Source: an optimization exercise on an open RTL-to-GDS flow (aim: small area and a short achievable clock period). Production flows keep margins and buffers that such runs may drop.
In this exercise RTL edits were held to simulation tests only and were not proved equivalent to the original.
Power is estimated from default activity; no workload was simulated.

`design/flow/config.mk`:
```
export PLATFORM = sky130hd
export DESIGN_NAME = Router_Top_Level_1x3
export DESIGN_NICKNAME = Router_Top_Level_1x3
export VERILOG_FILES = /design/flow/design.v
export SDC_FILE = /design/flow/constraint.sdc
export NUM_CORES = 4
export LEC_CHECK = 0
export CAP_MARGIN = 20
export CORE_MARGIN = 2
export CORE_UTILIZATION = 40
export SLEW_MARGIN = 20
```
`design/flow/constraint.sdc`:
```
create_clock -name core_clock -period 5.0 [get_ports {clock}]
set_input_delay 1.0000 -clock core_clock [delete_from_list [all_inputs] [get_ports {clock}]]
set_output_delay 1.0000 -clock core_clock [all_outputs]
set_load 0.01 [all_outputs]
```
`design/flow/design.v`:
```
`timescale 1ns / 1ps
module FIFO_Project(clk,resetnfi,soft_reset,read_enb,write_enb,data_infi,lfd_statefi,data_out,empty,full);
input clk,resetnfi,soft_reset,read_enb,write_enb,lfd_statefi;
input [7:0] data_infi;
output reg [7:0]data_out;
output empty, full;
integer i;
reg [4:0]write_ptr; 
reg [4:0]read_ptr; 
reg [5:0] counter;
reg [8:0] fifo [15:0];
always@(posedge clk)
begin
    if (!resetnfi)
    begin
       write_ptr <= 0;
       for(i=0;i<16;i=i+1) 
       begin 
           fifo[i] <= 9'd0;
       end
    end
    else if (soft_reset)
    begin
        write_ptr <= 0;
        for(i=0;i<16;i=i+1) 
        begin 
           fifo[i] <= 9'd0;
       end   
    end
    else if (write_enb == 1'b1 && full == 1'b0)
    begin
        fifo[write_ptr[3:0]] <= {lfd_statefi,data_infi};
        write_ptr <= write_ptr + 1;
    end   
end
always@(posedge clk)
begin
    if (!resetnfi)
    begin
       data_out <= 0;
       read_ptr <= 0;
    end
    else if (soft_reset)
    begin
        data_out <= 0;
        read_ptr <= 0;
    end
    else if(read_enb == 1'b1 && empty == 0)
    begin
        data_out <= fifo[read_ptr[3:0]];
        read_ptr <= read_ptr + 1;
    end
end
always@(posedge clk)
begin
    if (!resetnfi)
    begin
       counter <= 0;
    end
    else if (soft_reset)
    begin
        counter <= 0;
    end
    else if (read_enb && !empty)
    begin
        if (fifo[read_ptr[3:0]][8] == 1'b1)
        begin
            counter <= fifo[read_ptr[3:0]][7:2] + 1'b1;
        end
        else if (counter != 0)
        begin
            counter <= counter -1;
        end
    end
end
assign full = (write_ptr == {~read_ptr[4],read_ptr[3:0]}) ? 1'b1 : 1'b0;
assign empty = (write_ptr == read_ptr ) ? 1'b1 : 1'b0;
endmodule
`timescale 1ns / 1ps
module Synchronizer_Project(detect_adds,data_ins,write_enb_reg,clocks,resetns,valid_out_0s,valid_out_1s,valid_out_2s,read_enb_0s,read_enb_1s,read_enb_2s,write_enb,fifo_full,empty_0,empty_1,empty_2,soft_reset_0,soft_reset_1,soft_reset_2,full_0,full_1,full_2);
input detect_adds,write_enb_reg,clocks,resetns;
input read_enb_0s,read_enb_1s,read_enb_2s;
input [1:0] data_ins;
input empty_0,empty_1,empty_2,full_0,full_1,full_2;
output valid_out_0s,valid_out_1s,valid_out_2s;
output reg soft_reset_0,soft_reset_1,soft_reset_2 , fifo_full;
output reg [2:0] write_enb;
reg [1:0]din;
reg [4:0] cnt0, cnt1,cnt2;
assign valid_out_0s = !empty_0;
assign valid_out_1s = !empty_1;
assign valid_out_2s = !empty_2;
always@(posedge clocks)
begin
    if (~resetns)
        din <= 2'b0;
    else if (detect_adds)
        din <= data_ins;
end
always@(*)
begin
    case(din)
    2'b00: begin
           fifo_full <= full_0;
           if (write_enb_reg)
               write_enb <=3'b001;
           else
               write_enb <= 0;
           end
    2'b01: begin
           fifo_full<=full_1;
           if(write_enb_reg)
               write_enb<=3'b010;
           else
               write_enb<=0;
           end
    2'b10: begin
           fifo_full<=full_2;
           if(write_enb_reg)
               write_enb<=3'b100;
           else
               write_enb<=0;
           end
    default: begin
            fifo_full<=0;
            write_enb<=0;
            end
    endcase 
end
always@(posedge clocks)
begin
	if(~resetns)
	begin
		cnt0<=0;
		soft_reset_0<=0;
	end
	else if(~valid_out_0s || read_enb_0s)
	begin
		cnt0<=0;
		soft_reset_0<=1'b0;
	end
	else
	begin
		if(1'b1)
		begin
			if(cnt0==29)
			begin
				soft_reset_0<=1'b1;
				cnt0<=0;
			end
			else
			begin
				soft_reset_0<=1'b0;
				cnt0<=cnt0+1'b1;
			end
		end
		else
			cnt0<=0;
	end
end
always@(posedge clocks)
begin
	if(~resetns)
	begin
		cnt1<=0;
		soft_reset_1<=0;
	end
	else if(~valid_out_1s || read_enb_1s)
	begin
		cnt1<=0;
		soft_reset_1<=1'b0;
	end
	else
	begin
		if(1'b1)
		begin
			if(cnt1==29)
			begin
				soft_reset_1<=1'b1;
				cnt1<=0;
			end
			else
			begin
				soft_reset_1<=1'b0;
				cnt1<=cnt1+1'b1;
			end
		end
		else
			cnt1<=0;
	end
end
always@(posedge clocks)
begin
	if(~resetns)
	begin
		cnt2<=0;
		soft_reset_2<=0;
	end
	else if(~valid_out_2s || read_enb_2s)
	begin
		cnt2<=0;
		soft_reset_2<=1'b0;
	end
	else
	begin
		if(1'b1)
		begin
			if(cnt2==29)
			begin
				soft_reset_2<=1'b1;
				cnt2<=0;
			end
			else
			begin
				soft_reset_2<=1'b0;
				cnt2<=cnt2+1'b1;
			end
		end
		else
			cnt2<=0;
	end
end
endmodule
`timescale 1ns / 1ps
module FSM_Project(clockf,resetnf,pkt_validf,busyf,parity_done,data_inf,soft_reset_0,soft_reset_1,soft_reset_2,fifo_fullf,low_pkt_valid,fifo_empty_0,fifo_empty_1,fifo_empty_2,detect_add,ld_state,laf_state,full_state,write_enb_regf,rst_int_reg,lfd_state);
input clockf,resetnf,pkt_validf,soft_reset_0,soft_reset_1,soft_reset_2,fifo_fullf,parity_done;
input [1:0] data_inf;
input low_pkt_valid,fifo_empty_0,fifo_empty_1,fifo_empty_2;
output busyf,detect_add,ld_state,laf_state,full_state,write_enb_regf,rst_int_reg,lfd_state;
parameter decode_address = 3'b000,
          load_first_data = 3'b001,
          load_data = 3'b010,
          load_parity = 3'b011,
          check_parity_error = 3'b100,
          fifo_full_state = 3'b101,
          load_after_full = 3'b110,
          wait_till_empty = 3'b111;
reg [2:0] present_state,next_state;
reg [1:0] addr;
always@(posedge clockf)
begin
    if(!resetnf || soft_reset_0 || soft_reset_1 || soft_reset_2)
        present_state <= decode_address;
    else
        present_state <= next_state;
    if (present_state == decode_address)
        addr <= data_inf;
end
always@(*)
begin
    next_state = decode_address;
    case(present_state)
    decode_address : begin
                     if ((pkt_validf & (data_inf[1:0] == 0) & fifo_empty_0) | 
                         (pkt_validf & (data_inf[1:0] == 1) & fifo_empty_1) | 
                         (pkt_validf & (data_inf[1:0] == 2) & fifo_empty_2))
                        next_state = load_first_data;
                     else if ((pkt_validf & (data_inf[1:0] == 0) & !fifo_empty_0) | 
                              (pkt_validf & (data_inf[1:0] == 1) & !fifo_empty_1) | 
                              (pkt_validf & (data_inf[1:0] == 2) & !fifo_empty_2))
                        next_state = wait_till_empty;
                     else 
                        next_state = decode_address;
                     end
    load_first_data : begin next_state = load_data; end
    load_data       : begin
                      if (!fifo_fullf && !pkt_validf)
                          next_state = load_parity;
                      else if (fifo_fullf)
                          next_state = fifo_full_state;
                      else
                          next_state = load_data;
                      end
    load_parity     : begin next_state = check_parity_error; end
    fifo_full_state : begin
                      if (!fifo_fullf)
                          next_state = load_after_full;
                      else
                          next_state = fifo_full_state;
                      end
    check_parity_error : begin
                         if (!fifo_fullf)
                            next_state = decode_address;
                         else next_state = fifo_full_state; end
    load_after_full : begin 
                      if (parity_done)
                          next_state = decode_address;
                      else if (!parity_done && low_pkt_valid)
                          next_state = load_parity;
                      else if (!parity_done && !low_pkt_valid)
                          next_state = load_data;
                      else
                          next_state = load_after_full;
                      end
    wait_till_empty : begin 
                      if ((fifo_empty_0 && (addr == 0)) ||
                          (fifo_empty_1 && (addr == 1)) ||
                          (fifo_empty_2 && (addr == 2)))
                         next_state = load_first_data; 
                      else next_state = wait_till_empty;
                      end
    default: next_state = decode_address;
    endcase
end
assign detect_add = (present_state == decode_address);
assign ld_state = (present_state == load_data);
assign laf_state = (present_state == load_after_full);
assign full_state = (present_state ==  fifo_full_state);
assign write_enb_regf = ((present_state == load_data) || (present_state == load_parity) || (present_state == load_after_full));
assign rst_int_reg = (present_state == check_parity_error);
assign lfd_state = (present_state == load_first_data);
assign busyf = !((present_state == decode_address) || (present_state == load_data));
endmodule
`timescale 1ns / 1ps
module Register_Project(input clockr,resetnr,pkt_validr,
input [7:0] data_inr,
input fifo_fullr,detect_addr,ld_stater,laf_stater,full_stater,lfd_state,rst_int_regr,
output reg err,parity_doner,low_pkt_validr,
output reg [7:0] data_out);
reg [7:0] hold_header_byte,fifo_full_state_byte,internal_parity,packet_parity_byte;
always@(posedge clockr)
begin
	if(!resetnr)
	begin
		parity_doner<=1'b0;
	end
	else
	begin
		if(ld_stater && !fifo_fullr && !pkt_validr)
			parity_doner<=1'b1;
		else if(laf_stater && low_pkt_validr && !parity_doner)
			parity_doner<=1'b1;
		else
		begin
			if(detect_addr)
				parity_doner<=1'b0;
		end
	end
end
always@(posedge clockr)
begin
	if(!resetnr)
		low_pkt_validr<=1'b0;
	else
	begin
		if(rst_int_regr)
			low_pkt_validr<=1'b0;
		if(ld_stater==1'b1 && pkt_validr==1'b0)
			low_pkt_validr<=1'b1;
	end
end
always@(posedge clockr)
begin
	if(!resetnr)
		data_out<=8'b0;
	else
	begin
		if(detect_addr && pkt_validr)
			hold_header_byte<=data_inr;
		else if(lfd_state)
			data_out<=hold_header_byte;
		else if(ld_stater && !fifo_fullr)
			data_out<=data_inr;
		else if(ld_stater && fifo_fullr)
			fifo_full_state_byte<=data_inr;
		else
		begin
		if(laf_stater)
			data_out<=fifo_full_state_byte;
		end
	end
end
always@(posedge clockr)
	begin
		if(!resetnr)
			internal_parity<=8'b0;
		else if(lfd_state)
			internal_parity<=internal_parity ^ hold_header_byte;
		else if(ld_stater && pkt_validr && !full_stater)
			internal_parity<=internal_parity ^ data_inr;
		else
		begin
			if (detect_addr)
				internal_parity<=8'b0;
		end
end
always@(posedge clockr)
begin
	if(!resetnr)
		packet_parity_byte<=8'b0;
	else
	begin
		if(!pkt_validr && ld_stater)
			packet_parity_byte<=data_inr;
	end
end
always@(posedge clockr)
begin
	if(!resetnr)
		err<=1'b0;
	else
	begin
		if(parity_doner)
		begin
			if(internal_parity!=packet_parity_byte)
				err<=1'b1;
			else
				err<=1'b0;
		end
	end
end
endmodule
`timescale 1ns / 1ps
module Router_Top_Level_1x3(clock,resetn,read_enb_0,read_enb_1,read_enb_2,data_in,pkt_valid,data_out_0,data_out_1,data_out_2,valid_out_0,valid_out_1,valid_out_2,error,busy);
input clock,resetn,read_enb_0,read_enb_1,read_enb_2,pkt_valid;
input [7:0] data_in;
output valid_out_0,valid_out_1,valid_out_2,error,busy;
output [7:0] data_out_0,data_out_1,data_out_2;
wire [2:0] soft_reset,write_enable,empty,full_f,valid_out;
wire [7:0] reg_out;
assign valid_out_0 = valid_out[0];
assign valid_out_1 = valid_out[1];
assign valid_out_2 = valid_out[2];
FIFO_Project fifo_0
            (.clk(clock)
            ,.resetnfi(resetn)
            ,.soft_reset(soft_reset[0])
            ,.read_enb(read_enb_0)
            ,.write_enb(write_enable[0])
            ,.data_infi(reg_out)
            ,.lfd_statefi(lfdstate)
            ,.data_out(data_out_0),
            .empty(empty[0])
            ,.full(full_f[0]));
FIFO_Project fifo_1
            (.clk(clock)
            ,.resetnfi(resetn)
            ,.soft_reset(soft_reset[1])
            ,.read_enb(read_enb_1)
            ,.write_enb(write_enable[1])
            ,.data_infi(reg_out)
            ,.lfd_statefi(lfdstate)
            ,.data_out(data_out_1),
            .empty(empty[1])
            ,.full(full_f[1]));
FIFO_Project fifo_2
            (.clk(clock)
            ,.resetnfi(resetn)
            ,.soft_reset(soft_reset[2])
            ,.read_enb(read_enb_2)
            ,.write_enb(write_enable[2])
            ,.data_infi(reg_out)
            ,.lfd_statefi(lfdstate)
            ,.data_out(data_out_2),
            .empty(empty[2])
            ,.full(full_f[2]));
Synchronizer_Project sync(.detect_adds(detect_address)
                    ,.data_ins(data_in[1:0])
                    ,.write_enb_reg(write_en_reg)
                    ,.clocks(clock)
                    ,.resetns(resetn)
                    ,.valid_out_0s(valid_out[0])
                    ,.valid_out_1s(valid_out[1])
                    ,.valid_out_2s(valid_out[2])
                    ,.read_enb_0s(read_enb_0)
                    ,.read_enb_1s(read_enb_1)
                    ,.read_enb_2s(read_enb_2)
                    ,.write_enb(write_enable)
                    ,.fifo_full(fifofull)
                    ,.empty_0(empty[0])
                    ,.empty_1(empty[1])
                    ,.empty_2(empty[2])
                    ,.soft_reset_0(soft_reset[0])
                    ,.soft_reset_1(soft_reset[1])
                    ,.soft_reset_2(soft_reset[2])
                    ,.full_0(full_f[0])
                    ,.full_1(full_f[1])
                    ,.full_2(full_f[2]));
FSM_Project fsm0(.clockf(clock)
                ,.resetnf(resetn)
                ,.pkt_validf(pkt_valid)
                ,.busyf(busy)
                ,.parity_done(paritydone)
                ,.data_inf(data_in[1:0])
                ,.soft_reset_0(soft_reset[0])
                ,.soft_reset_1(soft_reset[1])
                ,.soft_reset_2(soft_reset[2])
                ,.fifo_fullf(fifofull)
                ,.low_pkt_valid(lowpktvalid)
                ,.fifo_empty_0(empty[0])
                ,.fifo_empty_1(empty[1])
                ,.fifo_empty_2(empty[2])
                ,.detect_add(detect_address)
                ,.ld_state(ldstate)
                ,.laf_state(lafstate)
                ,.full_state(fullstate)
                ,.write_enb_regf(write_en_reg)
                ,.rst_int_reg(rstintreg)
                ,.lfd_state(lfdstate));
Register_Project register(.clockr(clock)
                   ,.resetnr(resetn)
                   ,.pkt_validr(pkt_valid)
                   ,.data_inr(data_in)
                   ,.fifo_fullr(fifofull)
                   ,.rst_int_regr(rstintreg)
                   ,.detect_addr(detect_address)
                   ,.ld_stater(ldstate)
                   ,.laf_stater(lafstate)
                   ,.full_stater(fullstate)
                   ,.lfd_state(lfdstate)
                   ,.parity_doner(paritydone)
                   ,.low_pkt_validr(lowpktvalid)
                   ,.err(error)
                   ,.data_out(reg_out));
endmodule
```
`design/flow/run.sh`:
```
#!/bin/bash
# synth_recipe.tcl (not shown) runs the flow's synth.tcl, then flattens the netlist and writes it again
# the make line also repeats each setting of config.mk as NAME=value (left out here)
make -C /OpenROAD-flow-scripts/flow DESIGN_CONFIG=/design/flow/config.mk WORK_HOME=/design/flow/orfs CLKGATE_MAP_FILE= SYNTH_SCRIPT=/design/flow/synth_recipe.tcl finish
```
==> results.py <==
metrics = {
    "outcome": {
        "status": "no timing/DRC/antenna violations",
    },
    "layout": {
        "final_cell_count_no_fill": 2565,
        "nNetsFinal": 1788,
        "final_layout_size_suffix_gt1_share_pct": 17.23,
        "syn_to_final_growth_pct": 13.17,
        "fill_cells": 5139,
    },
    "detailed_routing": {
        "first_pass_iters": 5,
        "drtIter0Drc": 1106,
        "drc_errors": 0,
        "drt-vias-per-instance": 5.321,
        "detail_route.wl_per_cell_um": 21.56,
        "vias": 13650,
        "wirelength_um": 55300,
        "postRouteAntennaNets": 0,
    },
    "timing": {
        "maxSlewHeadroom_pct": 36.96,
        "finalHoldViolCount": 0,
        "worst_slew_pin_slew_ps": 943.7,
        "worst_hold_slack_ps": 455.8,
        "fin_ws_ps": 1288,
        "rsz0062_at_grt": "no",
        "min_period_over_period_pct": 74.23,
        "finClkSkew_ps": 20.10,
        "finalCriticalPeriod_ps": 3712,
        "finalSetupViolCount": 0,
        "fmax_mhz": 269.4,
        "drv_slew": 0,
        "tns_ps": 0,
    },
    "synthesis": {
        "netlist_instances": 1747,
        "yosys.area_share.simple_pct": 17.35,
        "syn_avg_cell_area_um2": 13.37,
        "synthTopCellsByArea": "edfxtp_1 (52%), and2_1 (10%), mux4_2 (9.3%)",
        "synth_edf_count": 402,
        "synth_flop_cell": "edfxtp_1",
        "synthMuxAreaShare_pct": 9.513,
        "ys_types": 61,
        "synth_xor_area_share_pct": 2.351,
        "netlist.area_leader.share_pct": 51.68,
        "synth_compound_area_share_pct": 6.755,
        "synth_adder_area_share_pct": 1.125,
        "yosysTopAreaCell": "edfxtp_1",
        "synth-seq-cells": 506,
        "ys_seq_area_share_pct": 60.59,
        "synth_top_family_by_area": "simple AND/OR/NAND/NOR gates",
        "synth_nets": 1782,
        "async_flop_share_pct": 0,
        "syn_area_um2": 23360,
        "ys.warnings.count": 14,
    },
    "cts": {
        "htreeDepth": 2,
        "clkSinkCount": 506,
        "clk_pin_slew_ps": 60,
        "numCtsBuffers": 54,
        "root_buffer": "clkbuf_16",
        "postCtsSetupBuffers": 0,
        "cts_resized": 0,
        "clkLatencyLatePin_ps": 610,
        "cts_tree": "yes",
        "ctsHoldBuffers": 0,
        "clockBufferDepth": 3,
    },
    "setup_path": {
        "crit_arrival_ps": 2710,
        "cp_slowest_cell": "dfxtp_1",
        "crit_required_ps": 4000,
        "ff2ff_setup_slack_ps": 2000,
        "crit_end": "valid_out_0",
        "r2r-end": "fifo_0.fifo[5][5]$_SDFFCE_PN0P_",
        "worst_setup_path_start_kind": "flop",
        "crit_type": "reg -> out",
        "crit_fanout": 17,
        "r2r_cells": 6,
        "critPathLaunch": "fifo_0.write_ptr[2]$_SDFFE_PP0N_",
        "crit_chain": "xnor2_1 > nand4_2 > buf_4 > or2_2 > clkdlybuf4s50_1",
        "max_stage_delay_ps": 720,
        "r2r-start": "fifo_0.write_ptr[2]$_SDFFE_PP0N_",
        "cp-end-kind": "output pin",
    },
    "power": {
        "leakagePower_nw": 9.209,
        "power_density_nw_per_um2": 423.7,
        "ir_drop_uv": 313.1,
    },
    "floorplan": {
        "die_w_um": 245.7,
        "core_area_um2": 57700,
        "die_h_um": 245.7,
        "die-area_um2": 60350,
        "rows": 88,
        "pin_count": 43,
        "start_util_pct": 40.49,
    },
    "global_routing": {
        "antenna_found_initial": 0,
        "overflow": 0,
        "grt_max_degree": 50,
        "grt_pass1_vias": 13970,
        "grt_pass1_wl_um": 85220,
        "grtUsageTotal_pct": 18.71,
    },
    "placement": {
        "dp_hpwl_um": 36090,
        "post-place-cells": 2462,
        "portBuffers": 42,
        "gp_congestion": 0.7939,
        "pre_cts_ws_ps": 1152,
    },
    "worst_hold_path": {
        "hold_path.class": "reg -> reg",
    },
    "flow_run": {
        "cap_violations": 0,
    },
}
cell usage in the layout, fill, tap and decap left out, types with 13 or more instances in the layout:
master,synthesis,routed
inv_1,17,17
nor2_1,98,98
o21ai_0,17,17
ha_1,21,21
buf_4,1,24
a21oi_1,50,50
and2_1,387,387
nor3_2,13,13
xnor2_1,29,29
edfxtp_1,402,402
mux4_2,96,96
a21o_1,33,33
clkbuf_16,0,55
xor2_1,30,30
o211ai_1,16,16
nand2b_1,14,14
clkdlybuf4s50_1,0,42
nand2_1,74,74
dfxtp_1,104,93
or2_2,48,48
a22oi_1,48,48
flip-flops by register name (all words and copies together) (netlist names), 5 cells and up:
register and count:
fifo_0.fifo 128, fifo_1.fifo 128, fifo_2.fifo 128, fifo_0.data_out 8, fifo_1.data_out 8, fifo_2.data_out 8, register.data_out 8, register.fifo_full_state_byte 8
register.hold_header_byte 8, register.internal_parity 8, register.packet_parity_byte 8, fifo_0.read_ptr 5, fifo_0.write_ptr 5, fifo_1.read_ptr 5, fifo_1.write_ptr 5, fifo_2.read_ptr 5
fifo_2.write_ptr 5, sync.cnt0 5, sync.cnt1 5, sync.cnt2 5
layer usage:
| layer | vias to the layer above | track usage [%] | part of all wire, % |
|---|---|---|---|
| met2 | 415 | 30.43 | 48 |
| met1 | 6795 | 26.33 | 45 |
| met4 | 0 | 4.439 | 1.8 |
| li1 | 6361 | - | - |
| met5 | - | 0 | 0 |
| met3 | 78 | 2.947 | 5.7 |
stage by stage:
step                util [%]  total power [mW]  cell area, um2
floorplan                  -             6.190           23360
global placement       42.40             6.894           24460
detailed placement     42.40             6.916           24460
CTS                    45.80             11.29           26430
global route           45.81             11.62           26430
finish                 45.82             11.20           26440
layout make-up:
cell class	instances	area, um2	share of cell area (%)
flip-flops and latches	506	14170	53.60
repair buffers	66	600.6	2.272
multi-input cells	1107	8676	32.82
inverters	18	67.56	0.2556
clock buffers	62	1423	5.381
well taps	765	957.2	3.621
diodes	1	2.502	0.009466
clock inverters	40	539.3	2.040
logic make-up after synthesis:
logic type | after synthesis
flip-flops | 506
adder cells (fa/ha/maj) | 21
multiplexers | 102
AO/OA/AOI/OAI | 221
AND/OR/NAND/NOR | 702
buffers and inverters | 134
XOR/XNOR | 61
worst min path at each step:
stage                                                start                                          end  slack, ps  cells past startpoint
2_1_floorplan                      sync.cnt0[0]$_SDFF_PP0_                      sync.cnt0[0]$_SDFF_PP0_        430                      1
3_3_place_gp                       sync.cnt1[0]$_SDFF_PP0_                      sync.cnt1[0]$_SDFF_PP0_        450                      1
3_5_place_dp               fifo_1.data_out[4]$_SDFFE_PP0P_              fifo_1.data_out[4]$_SDFFE_PP0P_        450                      2
4_1_cts                    fifo_1.data_out[4]$_SDFFE_PP0P_              fifo_1.data_out[4]$_SDFFE_PP0P_        460                      2
5_1_grt        register.packet_parity_byte[7]$_SDFFE_PN0P_  register.packet_parity_byte[7]$_SDFFE_PN0P_        480                      2
6_report                   fifo_1.data_out[4]$_SDFFE_PP0P_              fifo_1.data_out[4]$_SDFFE_PP0P_        460                      2
worst max-delay path: cells and delay by family (launching register included):
kind | cells | cell delay (ps)
flip-flops | 1 | 720
buffers and inverters | 2 | 710
AND/OR/NAND/NOR | 2 | 460
XOR/XNOR | 1 | 200
synth_stat cells (all sizes together) (2+ instances only):
| cell type | n |
|---|---|
| a21o | 33 |
| nand3 | 12 |
| clkbuf | 77 |
| mux2i | 6 |
| nand4 | 6 |
| a21oi | 50 |
| nor4 | 7 |
| o32ai | 2 |
| or4 | 4 |
| o21ai | 22 |
| o21bai | 4 |
| o2111ai | 2 |
| dfxtp | 104 |
| and2 | 387 |
| edfxtp | 402 |
| a32o | 8 |
| nor3 | 15 |
| o21a | 4 |
| nand4b | 3 |
| nor2b | 7 |
| a211o | 2 |
| inv | 17 |
| nand2 | 74 |
| buf | 39 |
| a31oi | 13 |
| nand2b | 14 |
| or2 | 50 |
| a22oi | 48 |
| ha | 21 |
| nor4b | 2 |
| xnor2 | 31 |
| and3 | 4 |
| xor2 | 30 |
| o211ai | 23 |
| mux4 | 96 |
| nor2 | 110 |
| or3 | 4 |
| o31ai | 5 |
power breakdown:
part	internal, mW	switching [mW]	total [mW]
logic	0.654	1.09	1.74
clock network	2.67	1.70	4.38
registers	4.77	0.310	5.08

==> port drivers added, routing unchanged <==
No port has a modelled driver above. Below, the same layout with a new extraction and two added sets of constraints.
Step 1 sets driving cells, clkbuf_16 on the clock port and buf_2 on the other inputs (assumed; they add their load-dependent delay and slew).
Step 2 moves the port delays by t, midway between the first and last clock arrival at a register: inputs arrive t later, outputs are due t later. That takes back most of the time a late clock gives input paths.
Slacks: no drivers / after step 1 / after step 2; pairs: no drivers / after step 1.
shift t [ns]: 0.659
setup slack, ns: 1.288 / 1.232 / 1.108
worst register clock-pin slew, ns: 0.07 / 0.07
worst data-port slew with drivers (ns): 0.04
After both steps this run still meets setup and hold. The setup slack of this run moves by -0.056 ns with the drivers and by -0.180 ns with both steps.
